This design comes from an exercise in tuning for small area and a short achievable clock period on the open sky130 flow, not from production work. Only simulation tests tie the RTL to the original design; equivalence was not proved.

==> flow/design.v, too long to show whole: its modules and the start of the top module <==
// module fir_gen: 2398 lines
// module fir_fa: 4 lines
// module fir_cpa: 4 lines
// module fir_ha: 4 lines
module fir_gen (
  input clk, input reset, input Load_x,
  input signed [8:0] x_in, input signed [8:0] c_in,
  output signed [10:0] y_out);
  // ...
==> flow/run.sh <==
#!/bin/bash
# synth_recipe.tcl (not shown) runs the flow's synth.tcl, then flattens the netlist and writes it again
# the make line also repeats each setting of config.mk as NAME=value (left out here)
make -C /OpenROAD-flow-scripts/flow DESIGN_CONFIG=/design/flow/config.mk WORK_HOME=/design/flow/orfs CLKGATE_MAP_FILE= SYNTH_SCRIPT=/design/flow/synth_recipe.tcl finish
==> flow/config.mk <==
export PLATFORM = sky130hd
export DESIGN_NAME = fir_gen
export DESIGN_NICKNAME = fir_gen
export VERILOG_FILES = /design/flow/design.v
export SDC_FILE = /design/flow/constraint.sdc
export NUM_CORES = 4
export LEC_CHECK = 0
export CAP_MARGIN = 20
export CORE_MARGIN = 2
export CORE_UTILIZATION = 55
export SETUP_SLACK_MARGIN = 3.2
export SLEW_MARGIN = 20
export SYNTH_HIERARCHICAL = 1
export SYNTH_MINIMUM_KEEP_SIZE = 0
==> flow/constraint.sdc <==
create_clock -name core_clock -period 6.0 [get_ports {clk}]
set_input_delay 1.2000 -clock core_clock [delete_from_list [all_inputs] [get_ports {clk}]]
set_output_delay 1.2000 -clock core_clock [all_outputs]
set_load 0.01 [all_outputs]
==> summary.md, run 1 <==
| Metric | Value |
|---|---|
| TritonCTS sink count | `749` |
| Worst path max stage delay | `0.56 ns` |
| Post-Synth Simple-Gate Area | `under 10%` |
| Outcome | `finished clean` |
| R2R setup slack | `2.99 ns` |
| NonClk Buf Share | `3.79%` |
| Sequential cells | `~750` |
| First-pass DRT Iterations | `6` |
| Max Clock Skew | `0.0327 ns` |
| Setup TNS | `0 ns` |
| Num tapcells | `1,070` |
| Global routing usage on met3 | `5.85%` |
| Height of the die | `roughly 290 um` |
| Area Overhead vs Synth | `14.9%` |
| Nonclk inv count | `around 160` |
| Met2 Usage GRT | `52.0%` |
| Worst-Margin Slew | `0.939 ns` |
| Top Usage Layer GRT | `met2` |
| PortBufs | `31` |
| Skew-Pair Late Insertion Delay | `0.65 ns` |
| Adder-cell share of the synthesized area | `between 20% and 30%` |
| Final Instance Area | `52,500 sq um` |
| Initial antenna violation count | `3` |
| Post CTS Setup Buffer Count | `52` |
| Final setup fails | `0` |
| Min-delay src | `a6_1[18]` |
| Via-to-Cell Ratio | `roughly 6.6` |
| Crit end category | `register` |
| Dpl ws | `around 1.8 ns` |
| CTS Buf Count | `between 80 and 90` |
| Placed inst area | `46,400 sq um` |
| Most common cell after layout, fill and taps aside | `fa_1` |
| Placed insts | `4,626` |
| Buf/Inv on CP | `1` |
| CP Launch Point | `cm[1][4]` |
| R2R Path End | `c0r[12]` |
| Synth Register Bits | `749` |
| Synth unique cells | `63` |
| Reg clk slew, reported paths | `about 0.060 ns` |
==> run 2, diff against run 1 <==
--- a/flow/config.mk
+++ b/flow/config.mk
@@ -8,7 +8,7 @@
 export CAP_MARGIN = 20
 export CORE_MARGIN = 2
 export CORE_UTILIZATION = 55
-export SETUP_SLACK_MARGIN = 3.2
+export SETUP_SLACK_MARGIN = 2.9
 export SLEW_MARGIN = 20
 export SYNTH_HIERARCHICAL = 1
 export SYNTH_MINIMUM_KEEP_SIZE = 0
==> summary.md, run 2 <==
| Metric | Value |
|---|---|
| Half-perimeter wire length after placement | `82.6 mm (about the same)` |
| NumNets Final | `4,354 (was 4,424)` |
| Top flop regs | `cm (168), cs (42) (unchanged)` |
| Hold worst-path end | `a2_0[18] (was a5_0[18])` |
| Wire per inst | `27.0 um (was 28.2 um)` |
| Vias in the first global route | `33,100 (was 33,500)` |
| Clock root buffer | `clkbuf_16 (unchanged)` |
| CTS tree | `done (unchanged)` |
| Most flop-heavy register | `cm (unchanged)` |
| Core area | `82,100 sq um (unchanged)` |
| Via count | `31,000 (was 32,000)` |
| H-tree depth | `3 (unchanged)` |
| Final setup fails | `0 (unchanged)` |
| DRT Wirelength | `130 mm (was 138 mm)` |
| Gp weighted congestion | `0.885 (was 0.881)` |
| Crit-path cells | `or2_4 > inv_2 > ha_4 > ha_4 > nand2_1 > o21ai_1 > ha_1 > ha_1 > a21o_1 > a21oi_2 > xnor2_2 > xnor3_1 > mux2_4 (was buf_4 > o41a_1 > fa_1 > ha_4 > a21oi_2 > xnor2_2 > xnor3_1 > mux2_4)` |
| Dpl ws | `1.81 ns (about the same)` |
| Slew Limit Fails | `0 (unchanged)` |
| Height of the die | `292 um (unchanged)` |
| Post-synth EDFFs | `0 (unchanged)` |
| Outcome | `finished clean (unchanged)` |
| Final period util | `51.8% (was 50.2%)` |
| Syn Area/Cell | `11.8 sq um (unchanged)` |
| Critical Path RT | `6.51 ns (was 6.50 ns)` |
| Max Clock Skew | `0.0317 ns (was 0.0327 ns)` |
| Async SR Flop Fraction | `29.9% (unchanged)` |
| Worst R2R Start | `cm[1][4] (unchanged)` |
| Final hold violation count | `0 (unchanged)` |
| Mapped Cells | `3,859 (unchanged)` |
| Reg2reg path depth | `13 (was 8)` |
| Fmax | `0.322 GHz (was 0.332 GHz)` |
| Gr ovfl total | `0 (unchanged)` |
| Max Root-Sink Buffers | `3 (unchanged)` |
| PortBufs | `31 (unchanged)` |
| Setup TNS | `0 ns (unchanged)` |
| CP Max Fanout | `3 (was 12)` |
| Reg clk slew, reported paths | `0.06 ns (about the same)` |
| Crit path DAT | `3.62 ns (was 3.51 ns)` |
| Ys flop type | `dfxtp_1 (unchanged)` |
| Crit path launch type | `register (unchanged)` |
| Max reg flops | `168 (unchanged)` |
| Most common cell after layout, fill and taps aside | `fa_1 (unchanged)` |
| DRC errors left | `0 (unchanged)` |
| Ports | `32 (unchanged)` |
| Filler cell count | `6,547 (was 6,273)` |
| Initial DRC count | `2,944 (was 2,963)` |
| Worst-Margin Slew | `1.01 ns (was 0.939 ns)` |
| Mapped Area | `45,700 sq um (unchanged)` |
| Buf/Inv on CP | `1 (unchanged)` |
| Skew-Pair Late Insertion Delay | `0.65 ns (about the same)` |
| CTS Buf Count | `86 (was 85)` |
| Share of cells above drive strength 1 | `12.8% (was 21.7%)` |
| Crit end category | `register (unchanged)` |
| Synth area leaders | `fa_1 24%, dfxtp_1 23%, dfrtp_1 12%, xnor2_1 8.7%, a221oi_1 5.7% (unchanged)` |
| Relative slew slack | `32.7% (was 37.4%)` |
| FP Rows | `105 (unchanged)` |
| Critical-path top delay cell | `dfrtp_2 (was fa_1)` |
| Global-route wire length before repair | `202 mm (was 208 mm)` |
| Max_cap viols | `0 (unchanged)` |
| Hold buffer count at CTS | `0 (unchanged)` |
| CP delay by family, top | `adder cells (unchanged)` |
| Leading area contributor after synthesis | `fa_1 (unchanged)` |
| Worst path max stage delay | `0.45 ns (was 0.56 ns)` |
| Hold Path Class | `register to register (unchanged)` |
| Hold path cells | `1 (unchanged)` |
| Via-to-Cell Ratio | `6.45 (was 6.57)` |
| TritonCTS sink count | `749 (unchanged)` |
| Total GRT Usage | `30.8% (was 31.8%)` |
| Area Overhead vs Synth | `9.28% (was 14.9%)` |
| Top-count cell post-synth | `fa_1 (unchanged)` |
| Remaining antenna violation count | `0 (unchanged)` |
| R2R setup slack | `2.89 ns (was 2.99 ns)` |
| Initial antenna violation count | `4 (was 3)` |
| Period minus WS final | `3.11 ns (was 3.01 ns)` |
| RSZ-0062 raised after global routing | `true (unchanged)` |
| Die area | `85,400 sq um (unchanged)` |
| Type of the worst setup path | `register to register (unchanged)` |
| Die width | `292 um (unchanged)` |
| Most frequent cells in the layout | `545 x fa_1, 504 x dfxtp_1, 452 x xnor2_1 (was 503 x fa_1, 498 x dfxtp_1, 430 x xnor2_1)` |
| Initial core utilization | `55.6% (unchanged)` |
| Min-delay src | `a3_0[18] (was a6_1[18])` |
| Final Util | `60.8% (was 63.9%)` |
| Sequential area share after synthesis | `35.3% (unchanged)` |
| Synth Register Bits | `749 (unchanged)` |
| Fin worst setup slack | `2.89 ns (was 2.99 ns)` |
| List of most frequent post-synthesis cells | `553 x fa_1, 525 x dfxtp_1, 454 x xnor2_1 (unchanged)` |
| R2R Path End | `c0r[12] (unchanged)` |
| Top-area cell type share of the netlist area | `24.2% (unchanged)` |
| Synth Warn # | `11 (unchanged)` |
| Synth unique cells | `63 (unchanged)` |
| First-pass DRT Iterations | `6 (unchanged)` |
| Largest net degree at the start of global routing | `138 (was 132)` |
## run 2: final cells by class
class	count	area, sq um	share of cell area [%]
Inverter	154	607	1.22
Timing Repair Buffer	103	1050	2.10
Multi-Input combinational cell	2573	27700	55.6
Clock buffer	116	2490	4.99
Clock inverter	44	497	0.995
Tap cell	1070	1340	2.68
Antenna cell	2	5.00	0.0100
Sequential cell	749	16200	32.4
## run 2: worst register-to-register path: stages, from the launching register on
cell and delay (ns):
dfrtp_2 0.45, or2_4 0.28, inv_2 0.07, ha_4 0.14, ha_4 0.18, nand2_1 0.05
o21ai_1 0.08, ha_1 0.32, ha_1 0.30, a21o_1 0.17, a21oi_2 0.19, xnor2_2 0.15
xnor3_1 0.33, mux2_4 0.27
## run 2: how the worst max path moves through the flow
stage                  start        to  slack, ns  depth (start not counted)
floorplan              reset    c0r[0]       1.88                          1
global placement     x_in[3]    q1[10]       1.83                          6
detailed placement   x_in[3]    q1[10]       1.81                          6
CTS                    xn[1]  a12_0[7]       2.89                          8
global route        cm[1][6]   c0r[12]       2.80                         13
finish              cm[1][4]   c0r[12]       2.89                         13
## run 2: metal layers
layer | up-vias | part of all wire, % | global-route usage, %
met3 | 364 | 7.6 | 6.07
met4 | 4 | 3.8 | 11.6
met5 | - | 0.018 | 0
met2 | 1390 | 48 | 50.2
met1 | 16000 | 41 | 41.0
li1 | 13300 | - | -
## run 2: kinds of logic after synthesis
kind of cell | count (synthesis) | share of synthesized area (%)
adder cells (fa/ha/maj) | 666 | 27.3
multiplexers | 160 | 3.94
AO/OA/AOI/OAI | 952 | 15.9
XOR/XNOR | 565 | 10.9
flip-flops | 749 | 35.3
other | 1 | 0.00821
buffers and inverters | 538 | 4.50
AND/OR/NAND/NOR | 228 | 2.13
## run 2: metrics by stage
stage	cell area (sq um)	hold WS, ns	instances
floorplan	45900	0.360	3860
detailed placement	46400	0.424	4625
CTS	49600	0.431	4798
global placement	46400	0.419	4625
finish	49900	0.425	4811
global route	49900	0.442	4809
## run 2: repair_timing
action                                  4_1_cts  5_1_grt
endpoints found under the setup margin      223       85
hold endpoints to repair                      0        0
pin swaps                                     4       12
gates resized for setup                      65       48
buffers inserted                             13       11
## run 2: modules after synthesis, one instance, submodules excluded
| module | cells | cell area, sq um |
|---|---|---|
| fir_ha | 1 | 12.5 |
| fir_fa | 1 | 20.0 |
| fir_gen | 3132 | 33000 |
| fir_cpa | 111 | 815 |
==> run 3, diff against run 2 <==
--- a/flow/config.mk
+++ b/flow/config.mk
@@ -7,8 +7,8 @@
 export LEC_CHECK = 0
 export CAP_MARGIN = 20
 export CORE_MARGIN = 2
-export CORE_UTILIZATION = 55
-export SETUP_SLACK_MARGIN = 2.9
+export CORE_UTILIZATION = 68
+export SETUP_SLACK_MARGIN = 3.0
 export SLEW_MARGIN = 20
 export SYNTH_HIERARCHICAL = 1
 export SYNTH_MINIMUM_KEEP_SIZE = 0
==> summary.md, run 3 <==
| Metric | Value |
|---|---|
| Core area | `66,800 sq um (was 82,100 sq um)` |
| Crit path DAT | `3.53 ns (was 3.62 ns)` |
| Fmax | `0.331 GHz (was 0.322 GHz)` |
| FP Rows | `95 (was 105)` |
| Critical Path RT | `6.51 ns (about the same)` |
| Remaining antenna violation count | `0 (unchanged)` |
| List of most frequent post-synthesis cells | `553 x fa_1, 525 x dfxtp_1, 454 x xnor2_1 (unchanged)` |
| Top flop regs | `cm (168), cs (42) (unchanged)` |
| Die width | `263 um (was 292 um)` |
| Most flop-heavy register | `cm (unchanged)` |
| Critical-path top delay cell | `dfrtp_2 (unchanged)` |
| Half-perimeter wire length after placement | `80.1 mm (was 82.6 mm)` |
| Via count | `31,900 (was 31,000)` |
| Fin worst setup slack | `2.98 ns (was 2.89 ns)` |
| First-pass DRT Iterations | `9 (was 6)` |
| PortBufs | `31 (unchanged)` |
| Leading area contributor after synthesis | `fa_1 (unchanged)` |
| Synth Warn # | `11 (unchanged)` |
| Worst path max stage delay | `0.43 ns (was 0.45 ns)` |
| Setup TNS | `0 ns (unchanged)` |
| Filler cell count | `4,494 (was 6,547)` |
| Clock root buffer | `clkbuf_16 (unchanged)` |
| Mapped Area | `45,700 sq um (unchanged)` |
| Syn Area/Cell | `11.8 sq um (unchanged)` |
| Synth unique cells | `63 (unchanged)` |
| Outcome | `finished clean (unchanged)` |
| Post-synth EDFFs | `0 (unchanged)` |
| Mapped Cells | `3,859 (unchanged)` |
| Ys flop type | `dfxtp_1 (unchanged)` |
| Hold buffer count at CTS | `0 (unchanged)` |
| Top-area cell type share of the netlist area | `24.2% (unchanged)` |
| Height of the die | `263 um (was 292 um)` |
| Gp weighted congestion | `0.907 (was 0.885)` |
| CP Max Fanout | `3 (unchanged)` |
| R2R setup slack | `2.98 ns (was 2.89 ns)` |
| Most frequent cells in the layout | `542 x fa_1, 506 x dfxtp_1, 452 x xnor2_1 (was 545 x fa_1, 504 x dfxtp_1, 452 x xnor2_1)` |
| Async SR Flop Fraction | `29.9% (unchanged)` |
| CTS tree | `done (unchanged)` |
| Slew Limit Fails | `0 (unchanged)` |
| Global-route wire length before repair | `199 mm (was 202 mm)` |
| Top-count cell post-synth | `fa_1 (unchanged)` |
| Final Util | `74.7% (was 60.8%)` |
| Max Root-Sink Buffers | `3 (unchanged)` |
| Period minus WS final | `3.02 ns (was 3.11 ns)` |
| Gr ovfl total | `0 (unchanged)` |
| Skew-Pair Late Insertion Delay | `0.65 ns (about the same)` |
| Final period util | `50.4% (was 51.8%)` |
| Synth area leaders | `fa_1 24%, dfxtp_1 23%, dfrtp_1 12%, xnor2_1 8.7%, a221oi_1 5.7% (unchanged)` |
| Initial core utilization | `68.4% (was 55.6%)` |
| DRC errors left | `0 (unchanged)` |
| Initial DRC count | `3,598 (was 2,944)` |
| Type of the worst setup path | `register to register (unchanged)` |
| Reg clk slew, reported paths | `0.06 ns (about the same)` |
| Initial antenna violation count | `3 (was 4)` |
| RSZ-0062 raised after global routing | `true (unchanged)` |
| Synth Register Bits | `749 (unchanged)` |
| Worst R2R Start | `cm[1][4] (unchanged)` |
| Sequential area share after synthesis | `35.3% (unchanged)` |
| Crit-path cells | `or2_4 > inv_4 > ha_4 > ha_4 > nand2_1 > o21ai_1 > ha_1 > ha_1 > a21o_1 > a21oi_2 > xnor2_2 > xnor3_1 > mux2_4 (was or2_4 > inv_2 > ha_4 > ha_4 > nand2_1 > o21ai_1 > ha_1 > ha_1 > a21o_1 > a21oi_2 > xnor2_2 > xnor3_1 > mux2_4)` |
| Dpl ws | `1.81 ns (about the same)` |
| Final hold violation count | `0 (unchanged)` |
| Total GRT Usage | `37.3% (was 30.8%)` |
| H-tree depth | `3 (unchanged)` |
| DRT Wirelength | `128 mm (was 130 mm)` |
| Max Clock Skew | `0.0374 ns (was 0.0317 ns)` |
| Vias in the first global route | `33,700 (was 33,100)` |
| Area Overhead vs Synth | `9.29% (was 9.28%)` |
| R2R Path End | `c0r[12] (unchanged)` |
| CP Capture Point | `c0r[12] (unchanged)` |
| Most common cell after layout, fill and taps aside | `fa_1 (unchanged)` |
| Reg2reg path depth | `13 (unchanged)` |
| Die area | `69,200 sq um (was 85,400 sq um)` |
| Hold Path Class | `register to register (unchanged)` |
| Wire per inst | `27.7 um (was 27.0 um)` |
| CP Launch Point | `cm[1][4] (unchanged)` |
| TritonCTS sink count | `749 (unchanged)` |
| Final setup fails | `0 (unchanged)` |
| Worst-Margin Slew | `0.963 ns (was 1.01 ns)` |
| Crit path launch type | `register (unchanged)` |
| Crit end category | `register (unchanged)` |
| Largest net degree at the start of global routing | `131 (was 138)` |
| NumNets Final | `4,368 (was 4,354)` |
| CTS Buf Count | `83 (was 86)` |
| Max reg flops | `168 (unchanged)` |
| Relative slew slack | `35.8% (was 32.7%)` |
| Ports | `32 (unchanged)` |
| Via-to-Cell Ratio | `6.89 (was 6.45)` |
| Max_cap viols | `0 (unchanged)` |
| Share of cells above drive strength 1 | `13.8% (was 12.8%)` |
==> run 3: cell counts after synthesis <==
No cell type changed its count.
==> run 3: critical path: cells and delay by family (launching register included) <==
| family | cells | cell delay (ns) |
|---|---|---|
| adders and majority gates | 4 | 0.91 |
| AOI/OAI and AO/OA | 3 | 0.43 |
| buffers and inverters | 1 | 0.06 |
| xor gates and xnor gates | 2 | 0.48 |
| DFF | 1 | 0.43 |
| muxes | 1 | 0.27 |
| and+or+nand+nor | 2 | 0.31 |
==> run 3: how the worst min path moves through the flow <==
stage / from / to / slack [ns] / cells after the start
6_report: a9_0[18] / a8_0[18] / 0.42 / 1
5_1_grt: a9_0[18] / a8_0[18] / 0.45 / 1
4_1_cts: a9_0[18] / a8_0[18] / 0.43 / 1
3_5_place_dp: a9_0[18] / a8_0[18] / 0.41 / 1
3_3_place_gp: a9_0[18] / a8_0[18] / 0.42 / 1
2_1_floorplan: c0r[5] / q1[2] / 0.36 / 0
==> run 3: logic make-up after synthesis <==
| logic type | synth area share, % |
|---|---|
| buffers and inverters | 4.50 |
| AOI/OAI and AO/OA | 15.9 |
| other | 0.00821 |
| muxes | 3.94 |
| and+or+nand+nor | 2.13 |
| DFF | 35.3 |
| adders and majority gates | 27.3 |
| xor gates and xnor gates | 10.9 |
==> run 3: final cells by class <==
| type | instances | area, sq um | share of cell area [%] |
|---|---|---|---|
| clock inverter | 35 | 404 | 0.810 |
| inverter | 154 | 607 | 1.22 |
| antenna | 3 | 7.51 | 0.0150 |
| tap | 873 | 1090 | 2.19 |
| clock buffer | 119 | 2440 | 4.90 |
| multi-input combinational | 2573 | 27900 | 55.9 |
| timing repair buffer | 120 | 1290 | 2.58 |
| sequential | 749 | 16200 | 32.4 |
==> run 3: metrics by stage <==
stage | std cells | hold WS [ns] | cell area (sq um)
6_report | 4626 | 0.424 | 49900
5_1_grt | 4623 | 0.452 | 49900
4_1_cts | 4605 | 0.427 | 49400
3_5_place_dp | 4433 | 0.414 | 46200
3_3_place_gp | 4433 | 0.416 | 46200
2_1_floorplan | 3860 | 0.360 | 46000
==> run 3: layer usage <==
metal | up-vias | routed length, um | global-route usage [%]
li1 | 13300 | - | -
met1 | 16100 | 49000 | 49.3
met2 | 1943 | 60900 | 60.1
met3 | 494 | 11900 | 7.58
met4 | 4 | 6400 | 16.4
met5 | - | 25 | 0
==> run 3: modules after synthesis, one instance, submodules excluded <==
module,flip-flops and latches,cells inside
fir_gen,749,3132
fir_cpa,0,111
fir_fa,0,1
fir_ha,0,1
==> run 3: what timing repair did <==
action                     CTS  global route
setup endpoints to repair  279           125
hold endpoints to repair     0             0
gates resized for setup     81            84
pin swaps                    4            10
cloned                       0             4
buffers inserted            18            14
==> run 4, diff against run 3 <==
--- a/flow/config.mk
+++ b/flow/config.mk
@@ -8,6 +8,7 @@
 export CAP_MARGIN = 20
 export CORE_MARGIN = 2
 export CORE_UTILIZATION = 68
+export PLACE_DENSITY = 0.75
 export SETUP_SLACK_MARGIN = 3.0
 export SLEW_MARGIN = 20
 export SYNTH_HIERARCHICAL = 1
==> summary.md, run 4 <==
| Metric | Value |
|---|---|
| Die area | `69,200 sq um (unchanged)` |
| Worst-Margin Slew | `0.935 ns (was 0.963 ns)` |
| Gp weighted congestion | `0.887 (was 0.907)` |
| CP Launch Point | `cm[1][6] (was cm[1][4])` |
| Final setup fails | `0 (unchanged)` |
| Via count | `32,000 (was 31,900)` |
| List of most frequent post-synthesis cells | `553 x fa_1, 525 x dfxtp_1, 454 x xnor2_1 (unchanged)` |
| Hold Path Class | `register to register (unchanged)` |
| Async SR Flop Fraction | `29.9% (unchanged)` |
| Ys flop type | `dfxtp_1 (unchanged)` |
| Share of cells above drive strength 1 | `14.2% (was 13.8%)` |
| Wire per inst | `27.9 um (was 27.7 um)` |
| Leading area contributor after synthesis | `fa_1 (unchanged)` |
| Top flop regs | `cm (168), cs (42) (unchanged)` |
| Most flop-heavy register | `cm (unchanged)` |
| Period minus WS final | `3.01 ns (was 3.02 ns)` |
| Setup TNS | `0 ns (unchanged)` |
| NumNets Final | `4,370 (was 4,368)` |
| Most common cell after layout, fill and taps aside | `fa_1 (unchanged)` |
| Initial core utilization | `68.4% (unchanged)` |
| Max reg flops | `168 (unchanged)` |
| TritonCTS sink count | `749 (unchanged)` |
| Height of the die | `263 um (unchanged)` |
| Gr ovfl total | `0 (unchanged)` |
| Max Root-Sink Buffers | `3 (unchanged)` |
| FP Rows | `95 (unchanged)` |
| Synth unique cells | `63 (unchanged)` |
| Top-area cell type share of the netlist area | `24.2% (unchanged)` |
| DRC errors left | `0 (unchanged)` |
| Core area | `66,800 sq um (unchanged)` |
| CP Max Fanout | `3 (unchanged)` |
| First-pass DRT Iterations | `9 (unchanged)` |
| Remaining antenna violation count | `0 (unchanged)` |
| Ports | `32 (unchanged)` |
| Largest net degree at the start of global routing | `135 (was 131)` |
| Area Overhead vs Synth | `9.52% (was 9.29%)` |
| RSZ-0062 raised after global routing | `true (unchanged)` |
| Worst R2R Start | `cm[1][6] (was cm[1][4])` |
| Hold buffer count at CTS | `0 (unchanged)` |
| Top-count cell post-synth | `fa_1 (unchanged)` |
| Slew Limit Fails | `0 (unchanged)` |
| Crit path DAT | `3.51 ns (was 3.53 ns)` |
| Max_cap viols | `0 (unchanged)` |
| Fmax | `0.332 GHz (was 0.331 GHz)` |
| CTS Buf Count | `82 (was 83)` |
| Initial DRC count | `3,797 (was 3,598)` |
| Filler cell count | `4,390 (was 4,494)` |
| R2R Path End | `c0r[12] (unchanged)` |
| Relative slew slack | `37.7% (was 35.8%)` |
| Crit path launch type | `register (unchanged)` |
| Mapped Cells | `3,859 (unchanged)` |
| Initial antenna violation count | `1 (was 3)` |
| Mapped Area | `45,700 sq um (unchanged)` |
| Outcome | `finished clean (unchanged)` |
| Vias in the first global route | `34,000 (was 33,700)` |
| Skew-Pair Late Insertion Delay | `0.65 ns (about the same)` |
| Synth Warn # | `11 (unchanged)` |
| Synth Register Bits | `749 (unchanged)` |
| Crit end category | `register (unchanged)` |
| Half-perimeter wire length after placement | `79.2 mm (was 80.1 mm)` |
| Sequential area share after synthesis | `35.3% (unchanged)` |
| R2R setup slack | `2.99 ns (was 2.98 ns)` |
| Die width | `263 um (unchanged)` |
| Final hold violation count | `0 (unchanged)` |
| Clock root buffer | `clkbuf_16 (unchanged)` |
| Syn Area/Cell | `11.8 sq um (unchanged)` |
| Synth area leaders | `fa_1 24%, dfxtp_1 23%, dfrtp_1 12%, xnor2_1 8.7%, a221oi_1 5.7% (unchanged)` |
| Type of the worst setup path | `register to register (unchanged)` |
| Reg2reg path depth | `14 (was 13)` |
| Final period util | `50.1% (was 50.4%)` |
| Total GRT Usage | `37.3% (about the same)` |
| CTS tree | `done (unchanged)` |
| PortBufs | `31 (unchanged)` |
| Critical Path RT | `6.51 ns (about the same)` |
| CP Capture Point | `c0r[12] (unchanged)` |
| H-tree depth | `3 (unchanged)` |
| DRT Wirelength | `129 mm (was 128 mm)` |
| Via-to-Cell Ratio | `6.93 (was 6.89)` |
| Post-synth EDFFs | `0 (unchanged)` |
| Max Clock Skew | `0.0349 ns (was 0.0374 ns)` |
| Global-route wire length before repair | `200 mm (was 199 mm)` |
| Most frequent cells in the layout | `541 x fa_1, 502 x dfxtp_1, 448 x xnor2_1 (was 542 x fa_1, 506 x dfxtp_1, 452 x xnor2_1)` |
| Reg clk slew, reported paths | `0.06 ns (about the same)` |
-- run 4: cell families after synthesis --
logic type / after synthesis / synth area share [%]
buf+inv: 538 / 4.50
flops: 749 / 35.3
simple gates: 228 / 2.13
other cells: 1 / 0.00821
compound gates: 952 / 15.9
mux: 160 / 3.94
fa+ha+maj: 666 / 27.3
xor+xnor: 565 / 10.9
-- run 4: critical path, cell delays in order, from the launching register on --
cell and delay, ns:
dfrtp_2 0.42, or2_4 0.26, inv_2 0.07, ha_4 0.13, ha_4 0.18, nand2_1 0.07, o21ai_1 0.08, ha_1 0.31
inv_1 0.10, fa_2 0.23, inv_1 0.05, a21o_1 0.18, a21oi_2 0.19, xnor3_1 0.33, mux2_4 0.27
-- run 4: how the worst min path moves through the flow --
stage | slack (ns) | start | cells after the start | to
2_1_floorplan | 0.36 | c0r[5] | 0 | q1[2]
3_3_place_gp | 0.41 | a7_0[18] | 1 | a6_0[18]
3_5_place_dp | 0.42 | a7_0[18] | 1 | a6_0[18]
4_1_cts | 0.43 | a7_0[18] | 1 | a6_0[18]
5_1_grt | 0.45 | a3_0[18] | 1 | a2_0[18]
6_report | 0.43 | a7_0[18] | 1 | a6_0[18]
-- run 4: repair_timing --
item	4_1_cts	5_1_grt
resized for setup	94	109
setup buffers	24	13
endpoints found under the hold margin	0	0
pin swaps	8	12
endpoints found under the setup margin	297	108
cloned	3	2
-- run 4: metal layers --
layer | wire length [um] | vias to the layer above | track usage [%] | part of all wire (%)
met5 | 8 | - | 0 | 0.0062
met4 | 7250 | 2 | 18.3 | 5.6
met3 | 12800 | 591 | 8.39 | 9.9
met2 | 60500 | 1966 | 59.6 | 47
met1 | 48300 | 16200 | 48.6 | 37
li1 | - | 13300 | - | -
-- run 4: through the flow --
| step | hold WS (ns) | utilization [%] | instance area, sq um | setup slack [ns] | instances |
|---|---|---|---|---|---|
| global placement | 0.414 | 69.1 | 46200 | 1.81 | 4430 |
| detailed placement | 0.422 | 69.1 | 46200 | 1.79 | 4430 |
| global route | 0.449 | 74.9 | 50000 | 2.92 | 4622 |
| CTS | 0.431 | 74.0 | 49400 | 2.92 | 4607 |
| finish | 0.426 | 74.9 | 50000 | 2.99 | 4623 |
| floorplan | 0.360 | - | 46000 | 1.88 | 3860 |
-- run 4: area by class of cell --
| class | instances | area [sq um] | area share, % |
|---|---|---|---|
| clock inverter | 27 | 240 | 0.480 |
| tap | 873 | 1090 | 2.18 |
| sequential | 749 | 16200 | 32.4 |
| timing repair inverter | 2 | 15.0 | 0.0300 |
| inverter | 154 | 613 | 1.23 |
| clock buffer | 123 | 2510 | 5.03 |
| timing repair buffer | 121 | 1350 | 2.70 |
| multi-input combinational | 2573 | 28000 | 55.9 |
| antenna | 1 | 2.50 | 0.00500 |
-- run 4: per-module statistics from Yosys, one instance, submodules excluded --
module | cells inside | flip-flops and latches
fir_cpa | 111 | 0
fir_fa | 1 | 0
fir_gen | 3132 | 749
fir_ha | 1 | 0

-- afterwards: timing with drivers on the ports --
Ports are ideal in the flow. The routed layouts listed here were re-timed in OpenROAD. Step 1 assumes that a clkbuf_16 drives the clock port and a buf_2 every other input. Step 2 also shifts input and output timing later by t, the mid clock arrival at the registers, as if the neighbouring blocks saw the same clock. Slacks: ideal / step 1 / step 2; pairs: ideal / step 1.
| run | shift t [ns] | slack for setup (ns) | worst hold slack (ns) | slew at the worst register clock pin (ns) | worst slew at a driven data input, ns |
|---|---|---|---|---|---|
| run 1 | 0.700 | 2.988 / 2.988 / 2.556 | 0.429 / 0.429 / 0.429 | 0.07 / 0.07 | 0.10 |
| run 2 | 0.705 | 2.893 / 2.893 / 2.274 | 0.425 / 0.425 / 0.425 | 0.06 / 0.06 | 0.11 |
| run 3 | 0.701 | 2.977 / 2.977 / 2.392 | 0.424 / 0.424 / 0.424 | 0.07 / 0.07 | 0.11 |
| run 4 | 0.704 | 2.991 / 2.991 / 2.374 | 0.426 / 0.426 / 0.426 | 0.07 / 0.07 | 0.10 |
After both steps setup and hold are still met in every run listed. The setup slack of run 2, which loses most, moves by 0.000 ns with the drivers and by -0.619 ns with both steps.
